From an optimization exercise on the open Yosys and OpenROAD flow, aimed at small area; shortcuts taken in it are not production practice.
RTL that was checked went through simulation tests only; none was proved equivalent to the original.
The clock input has no modelled driver; a real chip could not lean on it and would need a root buffer or a full tree.
Power and IR drop assume default switching activity.

## job 101
==> flow/design.v (excerpt) <==
module i2c_slave(
 input                 i_sclk
,input                 i_rst_n
,input         [7:0]   i_device_addr
,output reg            o_wr_de
,output        [7:0]   o_wr_addr
,output        [7:0]   o_wr_data
,output reg            o_wr_done
,output        [8:0]   o_wr_length
,output        [7:0]   o_rd_addr
,input         [7:0]   i_rd_data
,output                o_rd_de
,input                 i_scl
,input                 i_sda
,output                o_sda
);
Size in the first run: roughly 400 cells after synthesis, about 82 flip-flops, about 57 I/O pins.
==> flow/config.mk <==
export PLATFORM = sky130hd
export DESIGN_NAME = i2c_slave
export DESIGN_NICKNAME = i2c_slave
export VERILOG_FILES = /design/flow/design.v
export SDC_FILE = /design/flow/constraint.sdc
export NUM_CORES = 4
export LEC_CHECK = 0
export CAP_MARGIN = 0
export CORE_MARGIN = 2
export CORE_UTILIZATION = 72
export PLACE_DENSITY = 0.9
export SLEW_MARGIN = 0
==> flow/constraint.sdc <==
create_clock -name core_clock -period 6.0 [get_ports {i_sclk}]
set_input_delay 1.2000 -clock core_clock [delete_from_list [all_inputs] [get_ports {i_sclk}]]
set_output_delay 1.2000 -clock core_clock [all_outputs]
set_load 0.01 [all_outputs]
standard.sh (not shown) runs the stock make flow with config.mk's settings and CLKGATE_MAP_FILE= SYNTH_SCRIPT=/design/flow/synth_recipe.tcl, a recipe that flattens the netlist after the stock synthesis.
==> flow/flow/run.sh <==
#!/bin/bash
# The standard layout (standard.sh's make command) with these changes:
#  * synthesis: synth_recipe.tcl with freduce and an area-oriented ABC script, and
#    adders left to ABC instead of being mapped to full/half-adder cells;
#  * port buffers use the smallest buffer cell instead of the default pick;
#  * a lighter clock tree: the clock port drives MCTS_K buffers, each placed
#    at the centre of the cluster of flip-flops it clocks (flow/mcts_hook.tcl).
set -euo pipefail
here=$(pwd)
sed "s#SYNTH_SCRIPT=[^ ]*#SYNTH_SCRIPT=$here/flow/my_synth.tcl ADDER_MAP_FILE=#" standard.sh > my_standard.sh
grep -q "SYNTH_SCRIPT=$here/flow/my_synth.tcl" my_standard.sh
export FLOW_SYNTH_TCL=$here/synth_recipe.tcl
export MY_ABC_SCRIPT=$here/flow/abc_area.script
export BUFFER_PORTS_ARGS="-buffer_cell sky130_fd_sc_hd__buf_1"
export PRE_CTS_TCL=$here/flow/mcts_hook.tcl
export MCTS_CLK=i_sclk MCTS_K=3 MCTS_BUF=sky130_fd_sc_hd__buf_12
bash my_standard.sh > orfs_flow.log 2>&1
==> flow/flow/abc_area.script <==
&get -n
&st
&deepsyn -T 20
&dch -f
&nf -a -R 1000
&put
==> flow/flow/mcts.tcl <==
# Manual clock tree: the clock port drives MCTS_K buffers (MCTS_BUF), each
# placed at the centre of a cluster of the flip-flops it clocks (k-means on
# the placed flip-flop positions).
proc mcts_build {} {
  set K $::env(MCTS_K)
  set bufname $::env(MCTS_BUF)
  set block [ord::get_db_block]
  set clknet [$block findNet $::env(MCTS_CLK)]
  set master [[ord::get_db] findMaster $bufname]
  set sinks {}
  foreach it [$clknet getITerms] {
    set loc [[$it getInst] getLocation]
    lappend sinks [list $it [lindex $loc 0] [lindex $loc 1]]
  }
  set n [llength $sinks]
  # initial centres: spread along x order
  set sorted [lsort -real -index 1 $sinks]
  set cx {}; set cy {}
  for {set k 0} {$k < $K} {incr k} {
    set s [lindex $sorted [expr {int(($k + 0.5) * $n / $K)}]]
    lappend cx [lindex $s 1]; lappend cy [lindex $s 2]
  }
  for {set iter 0} {$iter < 50} {incr iter} {
    set sx [lrepeat $K 0.0]; set sy [lrepeat $K 0.0]; set cnt [lrepeat $K 0]
    set assign {}
    foreach s $sinks {
      set best 0; set bd 1e30
      for {set k 0} {$k < $K} {incr k} {
        set d [expr {abs([lindex $s 1] - [lindex $cx $k]) + abs([lindex $s 2] - [lindex $cy $k])}]
        if {$d < $bd} { set bd $d; set best $k }
      }
      lappend assign $best
      lset sx $best [expr {[lindex $sx $best] + [lindex $s 1]}]
      lset sy $best [expr {[lindex $sy $best] + [lindex $s 2]}]
      lset cnt $best [expr {[lindex $cnt $best] + 1}]
    }
    for {set k 0} {$k < $K} {incr k} {
      if {[lindex $cnt $k] > 0} {
        lset cx $k [expr {[lindex $sx $k] / [lindex $cnt $k]}]
        lset cy $k [expr {[lindex $sy $k] / [lindex $cnt $k]}]
      }
    }
  }
  puts "mcts: $n sinks, cluster sizes $cnt"
  set nets {}
  for {set k 0} {$k < $K} {incr k} {
    set inst [odb::dbInst_create $block $master "mcts_buf_$k"]
    set net [odb::dbNet_create $block "mcts_clk_$k"]
    $net setSigType CLOCK
    [$inst findITerm A] connect $clknet
    [$inst findITerm X] connect $net
    $inst setLocation [expr {int([lindex $cx $k])}] [expr {int([lindex $cy $k])}]
    $inst setPlacementStatus PLACED
    $inst setSourceType TIMING
    lappend nets $net
  }
  foreach s $sinks a $assign {
    set it [lindex $s 0]
    $it disconnect
    $it connect [lindex $nets $a]
  }
}
==> flow/flow/my_synth.tcl <==
# The standard synthesis (synth_recipe.tcl, sourced unchanged) with one
# change at the logic-mapping step: Yosys's freduce first merges logic that
# it proves equivalent, then ABC maps the logic with an area-oriented script
# (MY_ABC_SCRIPT) instead of the delay-oriented one.  Flip-flop mapping is
# untouched, so the registers keep their names and cell types.
proc abc {args} {
  set i [lsearch -exact $args -script]
  if {$i >= 0 && [info exists ::env(MY_ABC_SCRIPT)]} {
    lset args [expr {$i + 1}] $::env(MY_ABC_SCRIPT)
  }
  yosys freduce
  yosys opt_clean
  yosys abc {*}$args
}
source $::env(FLOW_SYNTH_TCL)
Other scripts of this flow, unchanged in this note and not shown: flow/flow/mcts_hook.tcl
Job 101 completed; timing, DRC and antenna clean
#### Input delta (job 102 over job 101)
# job 101
export LEC_CHECK = 0
export CAP_MARGIN = 0
export CORE_MARGIN = 2
export CORE_UTILIZATION = 72
export PLACE_DENSITY = 0.9
export SLEW_MARGIN = 0
create_clock -name core_clock -period 6.0 [get_ports {i_sclk}]
# job 102
export LEC_CHECK = 0
export CAP_MARGIN = 0
export CORE_MARGIN = 2
export CORE_UTILIZATION = 85
export PLACE_DENSITY = 0.95
export SLEW_MARGIN = 0
create_clock -name core_clock -period 6.0 [get_ports {i_sclk}]
-- flow/flow/run.sh --
<<< job 101, line 14
export BUFFER_PORTS_ARGS="-buffer_cell sky130_fd_sc_hd__buf_1"
export PRE_CTS_TCL=$here/flow/mcts_hook.tcl
export MCTS_CLK=i_sclk MCTS_K=3 MCTS_BUF=sky130_fd_sc_hd__buf_12
bash my_standard.sh > orfs_flow.log 2>&1
>>> job 102, line 14
export BUFFER_PORTS_ARGS="-buffer_cell sky130_fd_sc_hd__buf_1"
export PRE_CTS_TCL=$here/flow/mcts_hook.tcl
export MCTS_CLK=i_sclk MCTS_K=3 MCTS_BUF=sky130_fd_sc_hd__buf_8
bash my_standard.sh > orfs_flow.log 2>&1
Findings:
- Job 102: it failed with a tool error in global placement, so there are no final results.
- Job 102 vs. job 101: count of state elements after synthesis held steady, mux contribution to synthesized area held steady, number of primary I/O pins shows no meaningful change.
- Looking at job 102 and job 101, the sequential cell area fraction in the yosys report is a wash.
- From job 101 to job 102 the numbers moved as follows: horizontal die dimension went down 7.6%, number of placement rows went down 11%, y dimension of the die went down 7.6%.
- In job 102, the starting utilization of the core area came out 16 points above the value in job 101.
- Diff job 101 -> job 102: number of distinct library cells after synthesis roughly the same, gate count of the mapped netlist neither gained nor lost much.
Here is what was changed in the inputs of job 103 compared with job 102.
# job 102
export LEC_CHECK = 0
export CAP_MARGIN = 0
export CORE_MARGIN = 2
export CORE_UTILIZATION = 85
export PLACE_DENSITY = 0.95
export SLEW_MARGIN = 0
create_clock -name core_clock -period 6.0 [get_ports {i_sclk}]
# job 103
export LEC_CHECK = 0
export CAP_MARGIN = 0
export CORE_MARGIN = 2
export CORE_UTILIZATION = 75
export PLACE_DENSITY = 0.9
export SLEW_MARGIN = 0
create_clock -name core_clock -period 6.0 [get_ports {i_sclk}]
==> flow/flow/run.sh <==
#!/bin/bash
# The standard layout (standard.sh's make command) with these changes:
#  * synthesis: synth_recipe.tcl with ABC's area-oriented mapping script;
#  * port buffers use the smallest buffer cell instead of the default pick;
#  * a lighter clock tree: the clock port drives MCTS_K buffers, each placed
#    at the centre of the cluster of flip-flops it clocks (flow/mcts_hook.tcl).
set -euo pipefail
here=$(pwd)
sed "s#SYNTH_SCRIPT=[^ ]*#SYNTH_SCRIPT=$here/flow/my_synth.tcl#" standard.sh > my_standard.sh
grep -q "SYNTH_SCRIPT=$here/flow/my_synth.tcl" my_standard.sh
export FLOW_SYNTH_TCL=$here/synth_recipe.tcl
export MY_ABC_SCRIPT=$here/flow/abc_area.script
export BUFFER_PORTS_ARGS="-buffer_cell sky130_fd_sc_hd__buf_1"
export PRE_CTS_TCL=$here/flow/mcts_hook.tcl
export MCTS_CLK=i_sclk MCTS_K=3 MCTS_BUF=sky130_fd_sc_hd__clkbuf_16
bash my_standard.sh > orfs_flow.log 2>&1
==> flow/flow/abc_area.script <==
&get -n
&st
&dch -f
&nf -a -R 1000
&put
==> flow/flow/my_synth.tcl <==
# The standard synthesis (synth_recipe.tcl, sourced unchanged) with one
# change: ABC maps the logic with an area-oriented script (MY_ABC_SCRIPT)
# instead of the delay-oriented one.  Flip-flop mapping is untouched, so the
# registers keep their names and cell types.
proc abc {args} {
  set i [lsearch -exact $args -script]
  if {$i >= 0 && [info exists ::env(MY_ABC_SCRIPT)]} {
    lset args [expr {$i + 1}] $::env(MY_ABC_SCRIPT)
  }
  yosys abc {*}$args
}
source $::env(FLOW_SYNTH_TCL)
==> results.txt <==
Job 103 | status: complete | timing, DRC, antenna: pass
In job 103 relative to job 102, overall die height had gone up by a little under 10%.
Of job 102 and job 103, the run reporting the higher post-synthesis share of cell area spent on and, or, nand and nor gates was job 102.
Of the two values seen for main combinational cell family by area after synthesis, simple AND/OR/NAND/NOR gates was produced by job 102 and adder cells by job 103.
Area after synthesis up about 3% in job 103 wrt job 102
Job 103 — synthesized instance count 46 lower, job 102 as reference
Min mean cell area of the mapped netlist across job 102 and job 103: job 102
### job 103 -> job 104
# job 103
export LEC_CHECK = 0
export CAP_MARGIN = 0
export CORE_MARGIN = 2
export CORE_UTILIZATION = 75
export PLACE_DENSITY = 0.9
export SLEW_MARGIN = 0
create_clock -name core_clock -period 6.0 [get_ports {i_sclk}]
# job 104
export LEC_CHECK = 0
export CAP_MARGIN = 0
export CORE_MARGIN = 2
export CORE_UTILIZATION = 60
export PLACE_DENSITY = 0.8
export SLEW_MARGIN = 0
create_clock -name core_clock -period 6.0 [get_ports {i_sclk}]
[summary]
- Diff job 103 -> job 104: total global-route track usage fell by 8.2 points, worst setup skew after layout ~0 delta, first-iteration DRC count now sits lower.
- Number of gates resized after cts across job 104 and job 103: no real change.
- Job 103 → job 104: critical path depth comparable, worst setup slack +97 ps.
- Compared job 104 against job 103; delay of the slowest cell on the worst path within noise.
Modified inputs, job 105 compared to job 104
# job 104
export LEC_CHECK = 0
export CAP_MARGIN = 0
export CORE_MARGIN = 2
export CORE_UTILIZATION = 60
export PLACE_DENSITY = 0.8
export SLEW_MARGIN = 0
create_clock -name core_clock -period 6.0 [get_ports {i_sclk}]
# job 105
export LEC_CHECK = 0
export CAP_MARGIN = 0
export CORE_MARGIN = 2
export CORE_UTILIZATION = 85
export PLACE_DENSITY = 0.95
export SLEW_MARGIN = 0
create_clock -name core_clock -period 6.0 [get_ports {i_sclk}]
==> flow/flow/run.sh <==
#!/bin/bash
# The standard layout (standard.sh's make command) with these changes:
#  * synthesis: synth_recipe.tcl with freduce and an area-oriented ABC script, and
#    adders left to ABC instead of being mapped to full/half-adder cells;
#  * port buffers use the smallest buffer cell instead of the default pick;
#  * a lighter clock tree: the clock port drives MCTS_K buffers, each placed
#    at the centre of the cluster of flip-flops it clocks (flow/mcts_hook.tcl).
set -euo pipefail
here=$(pwd)
sed "s#SYNTH_SCRIPT=[^ ]*#SYNTH_SCRIPT=$here/flow/my_synth.tcl ADDER_MAP_FILE=#" standard.sh > my_standard.sh
grep -q "SYNTH_SCRIPT=$here/flow/my_synth.tcl" my_standard.sh
export FLOW_SYNTH_TCL=$here/synth_recipe.tcl
export MY_ABC_SCRIPT=$here/flow/abc_area.script
export BUFFER_PORTS_ARGS="-buffer_cell sky130_fd_sc_hd__buf_1"
export PRE_CTS_TCL=$here/flow/mcts_hook.tcl
export MCTS_CLK=i_sclk MCTS_K=3 MCTS_BUF=sky130_fd_sc_hd__buf_12
bash my_standard.sh > orfs_flow.log 2>&1
==> flow/flow/abc_area.script <==
&get -n
&st
&deepsyn -T 20
&dch -f
&nf -a -R 1000
&put
==> flow/flow/my_synth.tcl <==
# The standard synthesis (synth_recipe.tcl, sourced unchanged) with one
# change at the logic-mapping step: Yosys's freduce first merges logic that
# it proves equivalent, then ABC maps the logic with an area-oriented script
# (MY_ABC_SCRIPT) instead of the delay-oriented one.  Flip-flop mapping is
# untouched, so the registers keep their names and cell types.
proc abc {args} {
  set i [lsearch -exact $args -script]
  if {$i >= 0 && [info exists ::env(MY_ABC_SCRIPT)]} {
    lset args [expr {$i + 1}] $::env(MY_ABC_SCRIPT)
  }
  yosys freduce
  yosys opt_clean
  yosys abc {*}$args
}
source $::env(FLOW_SYNTH_TCL)
Notes after the runs:
Job 105 is listed as incomplete: the tool reported an error in global placement and the run ended there. Comparing job 104 and job 105, the higher area fraction in and, or, nand and nor cells after synthesis is on job 105. The synthesized net count number comes out lower for job 104 vs job 105. Going from job 104 to job 105, die span in y shrinks by about 16%. Job 105 vs job 104, synthesized-area fraction occupied by adder cells went down by 14 points. Comparing job 105 with job 104, the I/O pin total came out essentially unchanged. | synthesized cell count | higher: job 105 |. Delta (job 105 minus job 104): initial cell density of the core increased 29 points, compound-cell area share of the yosys netlist picked up an extra 7.4 points, synthesized cell area lower.
The clock cells of job 101, job 103 and job 104 come from the design's own scripts or RTL, not from TritonCTS.

Setup of run A:
i2c_slave, a different RTL version from the one above (not shown whole).
Size: ~91 flip-flops.
make LEC_CHECK=0 CAP_MARGIN=20 CORE_MARGIN=2 CORE_UTILIZATION=40 PLACE_DENSITY=0.6 SLEW_MARGIN=20 finish   # period 6.0 ns
run.sh (not shown) runs the stock make flow with config.mk's settings and CLKGATE_MAP_FILE= SYNTH_SCRIPT=/design/flow/synth_recipe.tcl, a recipe that flattens the netlist after the stock synthesis.
Stock flow here: none of the scripts above is used.
Here is what was changed in the inputs of run B compared with run A.
- a change of CORE_UTILIZATION from 40 to 60
- an added CTS_BUF_LIST of sky130_fd_sc_hd__clkbuf_8
- a change of PLACE_DENSITY from 0.6 to 0.8
- an added CTS_CLUSTER_SIZE of 50
- an added CTS_CLUSTER_DIAMETER of 200
### Flow results
- Note that the area of the core recorded for run B amounts to 0.65 times the value seen in run A.
- Setup slack: run B less than run A
- Of run B and run A, run B shows the higher final core utilization, with run A below it.
- From run B to run A, number of cells on the critical path did not move at all.
Input changes introduced in run C (baseline for comparison: run B):
- CORE_UTILIZATION changed from 60 to 40
- CTS_BUF_LIST removed (was sky130_fd_sc_hd__clkbuf_8)
- CTS_CLUSTER_SIZE removed (was 50)
- ABC_AREA newly set to 1
- PLACE_DENSITY changed from 0.8 to 0.6
- CTS_CLUSTER_DIAMETER removed (was 200)
## What came out
On run C: headroom to the max-slew limit is 0.70 points lower than what run B gave.
Looking at critical path depth, run C sits 4 higher than run B does.
Against run B, run C reports a post-placement setup slack that is higher.
Of run B and run C, the higher buffering overhead belongs to run B.
The time the worst path needs with I/O delays and setup of run C falls short of that of run B by 0.26 ns.
Compared with run B, in run C global-route wire length before repair has increased, overall via count from detail_route has increased, relative area of clock buffers and inverters in the final design has increased, final core utilization has decreased.
Run B reports its most frequent standard cell in the layout excluding fill and tap cells as sky130_fd_sc_hd__clkdlybuf4s50_1 while run C reports sky130_fd_sc_hd__nand2_1.
Taking run C over run B, the total power ratio works out to 1.19.
Setup changes, run C to run D
- changing CORE_UTILIZATION from 40 to 60
- changing PLACE_DENSITY from 0.6 to 0.8
==> flow/flow/run.sh (new file) <==
#!/bin/bash
# Standard ORFS layout (the standard.sh, standard synthesis unchanged) with two changes:
#  * port buffers use the smallest buffer cell instead of the default pick;
#  * a lighter clock tree: larger sink clusters, clkbuf_8 only, no dummy loads.
set -euo pipefail
export BUFFER_PORTS_ARGS="-buffer_cell sky130_fd_sc_hd__buf_1"
export CTS_ARGS="-sink_clustering_enable -repair_clock_nets -sink_clustering_size 100 -sink_clustering_max_diameter 500 -buf_list sky130_fd_sc_hd__clkbuf_8 -root_buf sky130_fd_sc_hd__clkbuf_8 -dont_use_dummy_load"
bash standard.sh > orfs_flow.log 2>&1
==> flow/standard.sh (new file) <==
#!/bin/bash
# synth_recipe.tcl (not shown) runs the flow's synth.tcl, then flattens the netlist and writes it again
# the make line also repeats each setting of config.mk as NAME=value (left out here)
make -C /OpenROAD-flow-scripts/flow DESIGN_CONFIG=/design/flow/config.mk WORK_HOME=/design/flow/orfs CLKGATE_MAP_FILE= SYNTH_SCRIPT=/design/flow/synth_recipe.tcl "${@:-finish}"
removed: flow/run.sh
## What came out
Taking run C as the reference, in run D multi-input logic area essentially unchanged; worst clock skew went up 0.014 ns; final total power down 20%. Wire length of the first global-routing pass, run D vs run C: down by a few percent. Relative to run C, final-layout clock buffer total has decreased by 4 in run D. | area growth from synthesis to layout | lower: run D |. The worst setup slack after layout of run D exceeds that of run C by 0.34 ns. Of run D and run C, it is run D that has the higher relative contribution of combinational cells to total power. Run D improves on run C in final design area excluding fillers. Switching portion of total power, run D and run C: smaller value in run C. Lower global-route usage was reported by run C, not run D.
No functional check of the RTL was part of any run of this note.

## re-timing with driven ports
The results above use ideal ports. As a check the final layouts listed here were re-extracted and re-timed, cells and wires unchanged. Step 1 assumes that a clkbuf_16 drives the clock port and a buf_2 every other input. Step 2, shift: input delay + t, output delay - t, t = (earliest + latest rising clock arrival at the registers) / 2. This alone moves slack from input paths to output paths. Three values: ideal ports, drivers, drivers and shift; two values: the first two.
run	t (ns)	setup slack, ns	clock arrival spread, ns
job 101	0.198	1.063 / 0.999 / 1.196	0.019 / 0.019
job 103	0.222	0.715 / 0.715 / 0.715	0.010 / 0.011
job 104	0.225	0.812 / 0.812 / 0.812	0.013 / 0.013
run A	0.374	1.672 / 1.631 / 2.005	0.007 / 0.007
run B	0.403	1.607 / 1.574 / 1.977	0.013 / 0.013
run C	0.382	1.866 / 1.830 / 2.212	0.008 / 0.008
run D	0.373	2.206 / 2.173 / 2.546	0.022 / 0.022
After both steps every run listed still meets setup and hold.
